This design comes from an exercise in tuning for small area on the open sky130 flow, not from production work.
The RTL was checked by simulation tests, not by an equivalence proof against the original design.
The flow treats the clock pin as an ideal source. Dropping or thinning the clock tree relies on that and would not hold on a real chip.
No activity file was given, so power comes from the tool's default toggle rates.

==> run a: inputs <==
Design uart_txrx_test, start of the top module:
module uart_txrx_test(
    input  wire       clk,
    input  wire       n_reset,
    input  wire       TX_RDY,
    input  wire       RX_RDY,
    output reg        WEN,
    output wire       OEN,
    output reg  [7:0] uart_tx,
    input  wire [7:0] uart_rx,
    output reg  [3:0] ctrl,
    input  wire       sda_i,
    output reg        sda_o,
    output wire       sda_oe,
    output reg        scl,
    input  wire [3:0] key
);
export LEC_CHECK = 0
export CAP_MARGIN = 5
export CORE_MARGIN = 2
export CORE_UTILIZATION = 60
export PLACE_DENSITY = 0.8
export SLEW_MARGIN = 5
create_clock -name core_clock -period 10.0 [get_ports {clk}]
standard.sh (not shown) runs the stock make flow with config.mk's settings and CLKGATE_MAP_FILE= SYNTH_SCRIPT=/design/flow/synth_recipe.tcl, a recipe that flattens the netlist after the stock synthesis.
==> flow/flow/run.sh <==
#!/bin/bash
# The standard ORFS flow with these changes:
#  - synthesis maps the logic with an area-oriented ABC script (flow/abc_area.script)
#    in place of ORFS's delay-oriented one; everything else in synthesis is the
#    standard script (same passes, same flip-flop mapping and names);
#  - the port buffers are the smallest buffer cell (buf_1);
#  - the clock tree is built by flow/mycts.tcl (through ORFS's PRE_CTS_TCL hook)
#    in place of TritonCTS: one root buffer and balanced groups of flip-flops,
#    each behind its own leaf buffer; the rest of the CTS step (legalisation,
#    timing repair) is ORFS's.
set -euo pipefail
W=$(pwd)
rm -rf "$W/scripts_area"
cp -r "$FLOW_HOME/scripts" "$W/scripts_area"
cp "$W/flow/abc_area.script" "$W/scripts_area/abc_speed.script"
SCRIPTS_DIR="$W/scripts_area" bash standard.sh synth > synth_flow.log 2>&1
export BUFFER_PORTS_ARGS="-buffer_cell sky130_fd_sc_hd__buf_1"
export MY_FLOW_DIR="$W/flow"
export PRE_CTS_TCL="$W/flow/cts_hook.tcl"
bash standard.sh finish > layout_flow.log 2>&1
==> flow/flow/cts_hook.tcl <==
# PRE_CTS_TCL hook: clock_tree_synthesis is replaced by the tree of mycts.tcl
# (root buffer plus balanced leaf buffers, smallest tree meeting the slew target).
source [file join $::env(MY_FLOW_DIR) mycts.tcl]
rename clock_tree_synthesis orfs_clock_tree_synthesis
proc clock_tree_synthesis {args} {
  set B sky130_fd_sc_hd__
  set A [dict create clkbuf_2 5.0048 clkbuf_4 7.5072 clkbuf_8 13.7632 clkbuf_16 25.024]
  set cfgs {}
  foreach {leaf Ks} {clkbuf_4 {8 9 10 11 12 13 14 15 16} clkbuf_8 {4 5 6 7 8 9 10}} {
    foreach K $Ks {
      lappend cfgs [list [expr {[dict get $A clkbuf_2] + $K * [dict get $A $leaf]}] ${B}clkbuf_2 ${B}$leaf $K]
    }
  }
  set cfgs [lsort -real -index 0 $cfgs]
  set tries {}
  foreach c $cfgs { lappend tries [lrange $c 1 end] }
  lappend tries [list ${B}clkbuf_8 ${B}clkbuf_16 10]
  # TritonCTS as it would have run if no tree meets the target
  if {[catch {my_cts 0.120 $tries} msg]} {
    puts "my_cts: $msg; running TritonCTS instead"
    orfs_clock_tree_synthesis {*}$args
  }
}
Other scripts of this flow, unchanged in this note and not shown: flow/flow/abc_area.script, flow/flow/mycts.tcl
==> run b: changes against run a <==
--- a/flow/design.v
+++ b/flow/design.v
@@ -2,13 +2,13 @@
 module uart_txrx_test(
     input  wire       clk,
     input  wire       n_reset,
     input  wire       TX_RDY,
     input  wire       RX_RDY,
     output reg        WEN,
-    output wire       OEN,
+    output reg        OEN,
     output reg  [7:0] uart_tx,
     input  wire [7:0] uart_rx,
     output reg  [3:0] ctrl,
     input  wire       sda_i,
     output reg        sda_o,
     output wire       sda_oe,
@@ -37,26 +37,26 @@
         end
     reg  [10:0] cs;          
     reg         wr_en, rd_en;
     reg         addr_inc;    
     reg  [7:0]  rd_data;     
     reg  [7:0]  po_data;     
-    wire        cs_end = cs[0] & cs[1] & cs[2] & cs[3] & cs[4] & cs[5]
-                       & cs[6] & cs[10];
+    wire        cs_end = cs[0] & cs[1] & cs[2] & ~cs[3] & cs[4] & ~cs[6]
+                       & ~cs[7] & ~cs[8] & ~cs[9] & ~cs[10];
     wire        i2c_end;
     wire        i2c_start;
     always @(posedge clk or negedge n_reset)
         if (!n_reset) begin
             cs        <= 11'd0;
             wr_en     <= 1'b0;
             rd_en     <= 1'b0;
             addr_inc  <= 1'b0;
             po_data   <= 8'd0;
         end else if (i2c_tick) begin
             cs <= ((!wr_en && !rd_en) || cs_end) ? 11'd0
-                                                 : {cs[9:0], ~(cs[10] ^ cs[0])};
+                                                 : {cs[9:0], ~(cs[10] ^ cs[8])};
             if (i2c_end && wr_en)  wr_en <= 1'b0;
             else if (write_valid)  wr_en <= 1'b1;
             if (i2c_end && rd_en)  rd_en <= 1'b0;
             else if (read_valid)   rd_en <= 1'b1;
             if (!wr_en && !rd_en)  addr_inc <= 1'b0;
             else if (i2c_end)      addr_inc <= ~addr_inc;
@@ -99,13 +99,13 @@
             rd_data <= 8'd0;
         end else if (i2c_tick) begin
             if (state != IDLE)
                 cnt <= {cnt[0], ~cnt[1]};
             if (is_ack) begin
                 if (cnt == Q0)
-                    cnt_bit[0] <= sda_i;
+                    cnt_bit <= {2'b00, sda_i};
             end else if (state == IDLE)
                 cnt_bit <= {cs_end, 2'b00};
             else if ((state == STOP) && last_q && (cnt_bit == 3'b101))
                 cnt_bit <= {cs_end, 2'b11};
             else if ((state == START_1) || (state == START_2)
                 || (state == N_ACK) || byte_done)
@@ -144,17 +144,17 @@
             default: scl = cnt[0];
         endcase
     end
     wire [7:0] addr_l = {7'b0101101, addr_inc};
     always @(*) begin
         case (state)
-            IDLE, START_1: sda_o = (state == IDLE) || (cnt == Q0);
-            SEND_D_ADDR, ACK_1:   sda_o = (bpos == 3'd0) || (bpos == 3'd2);
-            SEND_B_ADDR_H, ACK_2: sda_o = 1'b0;
-            SEND_B_ADDR_L, ACK_3: sda_o = addr_l[~bpos];
-            WR_DATA, ACK_4:       sda_o = (bpos == 3'd0) || (bpos == 3'd2)
+            START_1:       sda_o = (cnt == Q0);
+            SEND_D_ADDR:   sda_o = (bpos == 3'd0) || (bpos == 3'd2);
+            SEND_B_ADDR_H: sda_o = 1'b0;
+            SEND_B_ADDR_L: sda_o = addr_l[~bpos];
+            WR_DATA:       sda_o = (bpos == 3'd0) || (bpos == 3'd2)
                                 || (bpos == 3'd5) || (bpos == 3'd7);
             START_2:       sda_o = !cnt[1];
             SEND_RD_ADDR:  sda_o = (bpos == 3'd0) || (bpos == 3'd2)
                                 || (bpos == 3'd7);
             STOP:          sda_o = !((bpos == 3'd0) && (cnt != Q3));
             default:       sda_o = 1'b1;
@@ -185,18 +185,19 @@
                     2'b10: is_ff <= (uart_rx == 8'hFF);
                 endcase
             end
             if (rx_q && is_aa && is_a5 && is_ff)
                 ctrl <= nib;
         end
-    assign OEN = ~rx_q | WEN;
     always @(posedge clk or negedge n_reset)
         if (!n_reset) begin
             uart_tx <= 8'b0;
             WEN     <= 1'b1;
+            OEN     <= 1'b1;
         end else begin
+            OEN <= ~(RX_RDY & TX_RDY);
             if (RX_RDY) begin
                 uart_tx <= po_data;
                 WEN     <= ~TX_RDY;
             end
         end
 endmodule
--- a/flow/flow/cts_hook.tcl
+++ b/flow/flow/cts_hook.tcl
@@ -12,12 +12,8 @@
     }
   }
   set cfgs [lsort -real -index 0 $cfgs]
   set tries {}
   foreach c $cfgs { lappend tries [lrange $c 1 end] }
   lappend tries [list ${B}clkbuf_8 ${B}clkbuf_16 10]
-  # TritonCTS as it would have run if no tree meets the target
-  if {[catch {my_cts 0.120 $tries} msg]} {
-    puts "my_cts: $msg; running TritonCTS instead"
-    orfs_clock_tree_synthesis {*}$args
-  }
+  my_cts 0.110 $tries
 }
Settings changed: CAP_MARGIN 5 to 20, CORE_UTILIZATION 60 to 40, GPL_TIMING_DRIVEN from default to 0, PLACE_DENSITY 0.8 to 0.6, SLEW_MARGIN 5 to 20.
==> results by group <==
Worst setup path
  • CP Depth: 7
  • Worst R2R Start: state[1]$_DFFE_PN0P_
  • Top Family by Delay on Critical Path: simple AND/OR/NAND/NOR gates
  • R2r worst-path depth: 12

Pwr
  • P_leak: between 1.5 and 2 nW

Cells and area
  • Most frequent cells in the layout: 83 x dfrtp_1, 34 x mux2_1, 30 x buf_1

Placement
  • Placed cell areas: 0.00350 mm²

Outcome
  • Status: complete, no violations

Hold path
  • Hold EP: tr[3]$_DFF_PN0_

Synthesis
  • Simple-gate area share of the yosys netlist: 0.118

Global route
  • Met3 usage: 0.0128
That was run a.
==> results by group <==
Outcome
  • Status: complete, no violations

Hold path
  • Hold EP: tr[1]$_DFF_PN0_

Pwr
  • P_leak: roughly 1.7 nW

Worst setup path
  • Worst R2R Start: state[3]$_DFFE_PN0P_
  • Top Family by Delay on Critical Path: compound AO/OA/AOI/OAI gates
  • R2r worst-path depth: 5

Global route
  • Met3 usage: 0.0198

Cells and area
  • Most frequent cells in the layout: 83 x dfrtp_1, 36 x mux2_1, 30 x buf_1

Placement
  • Placed cell areas: 0.00365 mm²
That was run b.
No run of this note takes its clock network from TritonCTS; it comes from the design's own scripts or RTL.

[afterwards: timing with drivers on the ports]
The flow's constraints put no driver on any port. The routed layouts listed below were extracted and timed again, unchanged, in two steps.
Step 1 sets driving cells, clkbuf_16 on the clock port and buf_2 on the other inputs (assumed; they add their load-dependent delay and slew).
Step 2 moves the port delays by t, midway between the first and last clock arrival at a register: inputs arrive t later, outputs are due t later. That takes back most of the time a late clock gives input paths.
a / b / c = ideal ports / drivers / drivers and shift; a / b = the first two.
run | t, ns | slack for setup (ns) | worst setup path after step 2 | latest minus earliest clock arrival (ns) | worst slew at a driven data input, ns
run a | 0.482 | 5.627 / 5.601 / 6.084 | register to output | 0.015 / 0.015 | 0.04
run b | 0.569 | 5.535 / 5.508 / 6.077 | register to output | 0.016 / 0.016 | 0.03
After both steps setup and hold are still met in every run listed.
